Context: an optimization exercise on an open-source flow, tuned for small area. The choices shown serve that exercise and are no tape-out recipe. Where RTL was checked, it was by simulation tests only, not by an equivalence proof against the original. Only the layout flow was run in run 2; the RTL was not checked for function there. Power figures rest on the tool's default switching activity, not on a simulated workload.

==> flow/design.v (outline; a module is shown in full before it is edited, if it fits) <==
// module UIController: 986 lines
// module UIC_fa: 3 lines
// module UIC_inv: 3 lines
// module UIC_nand2: 3 lines
// module UIC_nand3: 3 lines
// module UIC_nand4: 3 lines
// module UIC_nor2: 3 lines
// module UIC_or2: 3 lines
// module UIC_or3: 3 lines
// module UIC_or4: 3 lines
// module UIC_aoi222: 3 lines
// module UIC_ao22: 3 lines
module UIController (
  input wire         Clock,
  input wire         Reset_n,
  input  wire [6:0]  REG,
  input  wire [9:0]  VALUE_D,
  output reg  [9:0]  VALUE_Q,
  input  wire        SET,
  input  wire        CLR,
  input  wire        INC,
  input  wire        DEC,
  output wire [8:0]  DISP_VMRK1,
  output wire [8:0]  DISP_VMRK2,
  output wire [8:0]  DISP_HMRK1,
  output wire [8:0]  DISP_HMRK2,
  output wire [1:0]  INPUT_SELECT,
  output wire [0:0]  ADC1_TDIV,
  output wire [1:0]  ADC1_VDIV,
  output wire [7:0]  ADC1_VSHIFT,
  output wire [13:0] ADC1_TRG_LVL,
  output wire [2:0]  ADC1_TRG_MODE,
  output wire [0:0]  ADC2_TDIV,
  output wire [1:0]  ADC2_VDIV,
  output wire [7:0]  ADC2_VSHIFT,
  output wire [13:0] ADC2_TRG_LVL,
  output wire [2:0]  ADC2_TRG_MODE,
  output wire [0:0]  DIG1_TDIV,
  output wire [7:0]  DIG1_VSHIFT,
  output wire [9:0]  DIG1_PAT,
  output wire [9:0]  DIG1_PDCC,
  output reg         DIG1_CFG,
  output wire [0:0]  DIG1_TRG_LVL,
  output wire [2:0]  DIG1_TRG_MODE,
  output wire [0:0]  DIG2_TDIV,
  output wire [7:0]  DIG2_VSHIFT,
  output wire [9:0]  DIG2_PAT,
  output wire [9:0]  DIG2_PDCC,
  output reg         DIG2_CFG,
  output wire [0:0]  DIG2_TRG_LVL,
  output wire [2:0]  DIG2_TRG_MODE,
  output wire [0:0]  DIG3_TDIV,
  output wire [7:0]  DIG3_VSHIFT,
  output wire [9:0]  DIG3_PAT,
  output wire [9:0]  DIG3_PDCC,
  output reg         DIG3_CFG,
  output wire [0:0]  DIG3_TRG_LVL,
  output wire [2:0]  DIG3_TRG_MODE,
  output wire [0:0]  DIG4_TDIV,
  output wire [7:0]  DIG4_VSHIFT,
  output wire [9:0]  DIG4_PAT,
  output wire [9:0]  DIG4_PDCC,
  output reg         DIG4_CFG,
  output wire [0:0]  DIG4_TRG_LVL,
  output wire [2:0]  DIG4_TRG_MODE
);
  // ...
==> flow/flow/run.sh <==
#!/bin/bash
# Standard layout, with the port buffers made from the smallest buffer,
# a clock tree of larger clusters without dummy loads, and one tie cell
# for the constant outputs.
set -euo pipefail
export BUFFER_PORTS_ARGS="-buffer_cell sky130_fd_sc_hd__buf_1"
export CTS_ARGS="-sink_clustering_enable -sink_clustering_size 9 -sink_clustering_max_diameter 45 -buf_list sky130_fd_sc_hd__clkbuf_4 -dont_use_dummy_load -repair_clock_nets"
export SKIP_REPAIR_TIE_FANOUT=1
bash standard.sh finish > standard.log 2>&1
==> flow/standard.sh <==
#!/bin/bash
# synth_recipe.tcl (not shown) runs the flow's synth.tcl, then flattens the netlist and writes it again
# the make line also repeats each setting of config.mk as NAME=value (left out here)
make -C /OpenROAD-flow-scripts/flow DESIGN_CONFIG=/design/flow/config.mk WORK_HOME=/design/flow/orfs CLKGATE_MAP_FILE= SYNTH_SCRIPT=/design/flow/synth_recipe.tcl "${@:-finish}"
==> flow/config.mk <==
export PLATFORM = sky130hd
export DESIGN_NAME = UIController
export DESIGN_NICKNAME = UIController
export VERILOG_FILES = /design/flow/design.v
export SDC_FILE = /design/flow/constraint.sdc
export NUM_CORES = 4
export LEC_CHECK = 0
export CAP_MARGIN = 5
export CORE_MARGIN = 2
export CORE_UTILIZATION = 72
export PLACE_DENSITY = 0.8
export SLEW_MARGIN = 5
export SYNTH_HIERARCHICAL = 1
export SYNTH_MINIMUM_KEEP_SIZE = 0
==> flow/constraint.sdc <==
create_clock -name core_clock -period 10.0 [get_ports {Clock}]
set_input_delay 2.0000 -clock core_clock [delete_from_list [all_inputs] [get_ports {Clock}]]
set_output_delay 2.0000 -clock core_clock [all_outputs]
set_load 0.01 [all_outputs]
==> reports/results.ini, run 1 <==
[floorplan]
dieArea_um2 = 14500

[yosys]
synth_compound_area_share_pct = 29.3
synthMuxAreaShare_pct = 0
syn_nets = 838
synth_fa_ha_area_share_pct = 1.82
synthTopCellsByCount = a22o_1 (244), dfrtp_1 (196), a222oi_1 (67), nor2_1 (62), nand2_1 (61)
yosys.area_share.simple_pct = 8.20

[drt]
firstDrtPassIters = 10
vias = 9587
ant_nets = 0
wl_per_cell_um = 27.1

[worst_hold_path]
hold_path_class = flop to flop

[timing]
fin_crit_sh_pct = 97.2
slew-limit-headroom_pct = 27.8
finalWorstSetupSlack_ns = 0.282
fin_crit_ns = 9.72

[clocking]
cts_buffers = 28
ctsLongestPathBuffers = 3

[power_and_ir_drop]
p_clk_uw = 410
p_comb_uw = 298

[final_layout]
multi_input_cells = 513
fin_util_pct = 84.6
nFillCells = 773

[setup_path]
r2r-end = DIG4_VSHIFT_q[6]$_DFF_PN1_

[status]
status = complete, no violations

==> run 2, diff against run 1 <==
--- a/flow/design.v
+++ b/flow/design.v
@@ -455,24 +455,26 @@
   UIC_nor2 g194 (sub6, ncin, kk[6]);
   wire sub7;
   UIC_ao22 g195 (s[3], DISP_VMRK1_q[7], s[6], DISP_HMRK1_q[7], sub7);
   UIC_nor2 g196 (sub7, ncin, kk[7]);
   wire sub8;
   UIC_ao22 g197 (s[3], DISP_VMRK1_q[8], s[6], DISP_HMRK1_q[8], sub8);
   UIC_nor2 g198 (sub8, ncin, kk[8]);
   assign kk[9] = DEC_p;
-  wire [5:0] cy;
+  wire [7:0] cy;
   assign cy[0] = cin;
   UIC_fa a0 (.a(rd[0]), .b(kk[0]), .c(cy[0]), .s(sum[0]), .co(cy[1]));
   UIC_fa a1 (.a(rd[1]), .b(kk[1]), .c(cy[1]), .s(sum[1]), .co(cy[2]));
   UIC_fa a2 (.a(rd[2]), .b(kk[2]), .c(cy[2]), .s(sum[2]), .co(cy[3]));
   UIC_fa a3 (.a(rd[3]), .b(kk[3]), .c(cy[3]), .s(sum[3]), .co(cy[4]));
   UIC_fa a4 (.a(rd[4]), .b(kk[4]), .c(cy[4]), .s(sum[4]), .co(cy[5]));
-  assign sum[9:5] = rd[9:5] + kk[9:5] + {4'd0, cy[5]};
+  UIC_fa a5 (.a(rd[5]), .b(kk[5]), .c(cy[5]), .s(sum[5]), .co(cy[6]));
+  UIC_fa a6 (.a(rd[6]), .b(kk[6]), .c(cy[6]), .s(sum[6]), .co(cy[7]));
+  assign sum[9:7] = rd[9:7] + kk[9:7] + {2'd0, cy[7]};
   always @(*) begin
     VALUE_Q[9] = rd[9];
   end
   wire vq0;
   UIC_ao22 g199 (is_diff, sum[0], nodiff, rd[0], vq0);
   wire vq1;
   UIC_ao22 g200 (is_diff, sum[1], nodiff, rd[1], vq1);
   wire vq2;
==> reports/results.ini, run 2 <==
[floorplan]
die_h_um = 120
rows = 42
die_w_um = 120
io_pins = 263
dieArea_um2 = 14400  ; -0.50%
initial_utilization_pct = 73.7
core_um2 = 13200

[timing]
fin_crit_sh_pct = 98.0  ; +0.87 points
whs_ns = 0.533
fmax_mhz = 102
final.setup.tns_ns = 0
setup_viol = 0
grt_setup_unrepaired = no
hold_violations = 0
finalMaxSlewViolations = 0
slew-limit-headroom_pct = 18.6  ; -9.3 points
finClkSkew_ns = 0.0856
worst_pin_slew_ns = 1.22
fin_crit_ns = 9.80  ; +0.0870 ns

[clocking]
ctsLongestPathBuffers = 3  ; unchanged
hold_buffers = 0
cts_num_sinks = 220
clkLatencyLatePin_ns = 0.70
cts-root-buf = clkbuf_4
cts_tree = built
post-cts-setup-buffers = 0
cts.htree.levels = 1
clk_pin_slew_ns = 0.10
cts_buffers = 29  ; +3.6%

[setup_path]
end_kind = output port
slowest_delay_ns = 0.49
criticalPathCategory = input pin to output port
cp.arrival_ns = 7.80
cpMostUsedCell = fa_1
crit_fanout = 5
crit_slowest_cell = or4_4
start_kind = input pin
required_ns = 8.00
cp_cell_sequence = buf_1 > inv_1 > nand3_1 > nor2_1 > a222oi_1 > nand3_1 > or4_4 > fa_1 > fa_1 > fa_1 > fa_1 > fa_1 > fa_1 > fa_1 > inv_1 > fa_1 > inv_1 > fa_1 > a22o_1 > buf_1

[yosys]
syn_inst = 797
post-synth-top-count-cell = a22o_1
synth_area_leaders = dfrtp_1 (50%), a22o_1 (22%), a222oi_1 (6.9%)
syn_nets = 829  ; -1.1%
ys.flop_type = dfrtp_1
yosysWarnings = 7
synthTopCellsByCount = a22o_1 (244), dfrtp_1 (196), a222oi_1 (67), nand2_1 (61), nor2_1 (60)
synth.top_cell.area_share_pct = 50.5
ys_seq_area_share_pct = 57.0
ys_ff_latch = 220
avgSynthCellArea_um2 = 12.2
synth_top_cell_by_area = dfrtp_1
synth_area_um2 = 9720
async_reset_ff_share_pct = 100
synth_edf_count = 0
ys_types = 24

[drt]
ant_nets = 0  ; unchanged
via_per_inst = 7.54
vias = 9588  ; +0.010%
wl_per_cell_um = 27.8  ; +2.8%
routed_wl_mm = 35.3
drc = 0
drt-initial-drc-count = 2108
firstDrtPassIters = 12  ; +2

[place]
place_congestion = 0.939
portBuffers = 254
hpwl_mm = 24.8

[status]
status = complete, no violations

[global_route]
track_usage_pct = 48.9
antenna_found_initial = 1
overflow = 0
grt_pass1_wl_mm = 53.1
grt_start_max_net_pins = 147
grt_pass1_vias = 8855

[worst_hold_path]
hold_path_class = flop to flop

[power_and_ir_drop]
vdd_drop_max_mv = 0.125
power_density_nw_per_um2 = 160
leakagePower_nw = 5.39

[final_layout]
drive_gt1_share_pct = 8.50
area_growth_pct = 15.8
final_cell_mix = buf_1 (253), a22o_1 (244), dfrtp_1 (196)
finalNetCount = 1128
layout.cells.most_common = buf_1

[run]
maxCapViolCount = 0

[run 2: cell count changes in the layout (fill, tap and decap cells not counted), moves of 2 or more]
| cell | delta |
|---|---|
| buf_4 | +10 |
| ha_1 | -3 |
| nand3_1 | -3 |
| nand3_2 | +3 |
| a21oi_2 | -2 |
| fa_1 | +2 |
| nor2_1 | -2 |
[run 2: timing repair]
action,CTS,global route
setup endpoints to repair,0,1
gates resized for setup,0,4
endpoints found under the hold margin,0,0
[run 2: modules after synthesis, one instance, submodules excluded, a selection]
module,area [um2],cells inside,flip-flops and latches
UIC_or4,7.51,1,0
UIC_or2,6.26,1,0
UIC_nand4,6.26,1,0
UIC_or3,6.26,1,0
UIC_nand3,5.00,1,0
UIC_nor2,3.75,1,0
UIC_nand2,3.75,1,0
[run 2: power by group]
part	switching [mW]	internal (mW)	leakage, nW
logic	0.193	0.109	2.33
registers	0.101	0.982	2.92
clock network	0.279	0.132	0.133
[run 2: worst max-delay path, delay by kind of cell]
family | cells | cell delay (ns)
fa+ha+maj | 9 | 3.46
buf+inv | 5 | 0.64
compound gates | 2 | 0.64
simple gates | 4 | 1.07
[run 2: final cells by class]
class | count | area [um2]
inverter | 55 | 206
clock buffer | 29 | 218
timing repair buffer | 286 | 1210
fill | 740 | 1940
antenna | 1 | 2.50
multi-input combinational | 504 | 3860
tap | 176 | 220
sequential | 220 | 5540
[run 2: path summary, 6_finish.rpt]
check                           slack [ns]                   endpoint  cells past startpoint                       start
worst min-delay path                  0.53   DIG1_PDCC_q[5]$_DFF_PN0_                      1    DIG1_PDCC_q[5]$_DFF_PN0_
worst max-delay path                  0.20                 VALUE_Q[8]                     20                      REG[2]
max in group asynchronous             7.17    DIG2_PAT_q[5]$_DFF_PN0_                      2                     Reset_n
worst max register to register        3.60  DISP_HMRK2_q[8]$_DFF_PN0_                     16  ADC2_VSHIFT_q[0]$_DFF_PN0_
worst min register to register        0.53   DIG1_PDCC_q[5]$_DFF_PN0_                      1    DIG1_PDCC_q[5]$_DFF_PN0_
min in group asynchronous             1.53  DISP_HMRK1_q[1]$_DFF_PN0_                      1                     Reset_n
[run 2: layer usage]
| layer | up-vias | wire (um) | GRT usage [%] |
|---|---|---|---|
| li1 | 3789 | - | - |
| met1 | 4546 | 11800 | 68.7 |
| met2 | 1074 | 15400 | 71.1 |
| met3 | 179 | 6130 | 16.0 |
| met4 | 0 | 2030 | 20.7 |
| met5 | - | 0 | 0 |
[run 2: metrics by stage]
step | setup slack, ns | instances | total power [mW] | utilization, % | cell area (um2)
4_1_cts | 0.220 | 1270 | 1.78 | 85.1 | 11200
2_1_floorplan | 0.469 | 797 | 1.22 | - | 9720
3_3_place_gp | 0.389 | 1241 | 1.37 | 83.5 | 11000
3_5_place_dp | 0.200 | 1241 | 1.39 | 83.5 | 11000
5_1_grt | 0.00473 | 1271 | 1.85 | 85.3 | 11300
6_report | 0.195 | 1271 | 1.80 | 85.3 | 11300
[run 2: cell families after synthesis]
| group | synth area share, % |
|---|---|
| AOI/OAI and AO/OA | 29.3 |
| and+or+nand+nor | 8.10 |
| other | 0.0386 |
| adders and majority gates | 1.85 |
| DFF | 57.0 |
| buffers and inverters | 3.52 |
| xor gates and xnor gates | 0.270 |

## static timing again, ports no longer ideal
The flow's constraints put no driver on any port. The routed layouts listed below were extracted and timed again, unchanged, in two steps. Step 1, drivers: a clkbuf_16 drives Clock and a buf_2 each remaining input, both assumed. Step 2 adds t to the input delays and takes it off the output delays; t is the mean of the earliest and latest rising clock arrival at the registers after step 1. Input paths then give back, and output paths get back, about the clock's delay inside the block. Three values: ideal, step 1, step 2; two values: the first two.
| run | shift t [ns] | setup WS [ns] | worst hold slack (ns) | clock arrival spread, ns | worst slew at a driven data input, ns |
|---|---|---|---|---|---|
| run 1 | 0.706 | 0.282 / 0.242 / 0.242 | 0.533 / 0.533 / 0.533 | 0.035 / 0.035 | 0.06 |
| run 2 | 0.696 | 0.195 / 0.138 / 0.138 | 0.533 / 0.533 / 0.533 | 0.085 / 0.085 | 0.08 |
After both steps setup and hold are still met in every run listed. The setup slack of run 2, which loses most, moves by -0.057 ns with the drivers and by -0.057 ns with both steps.
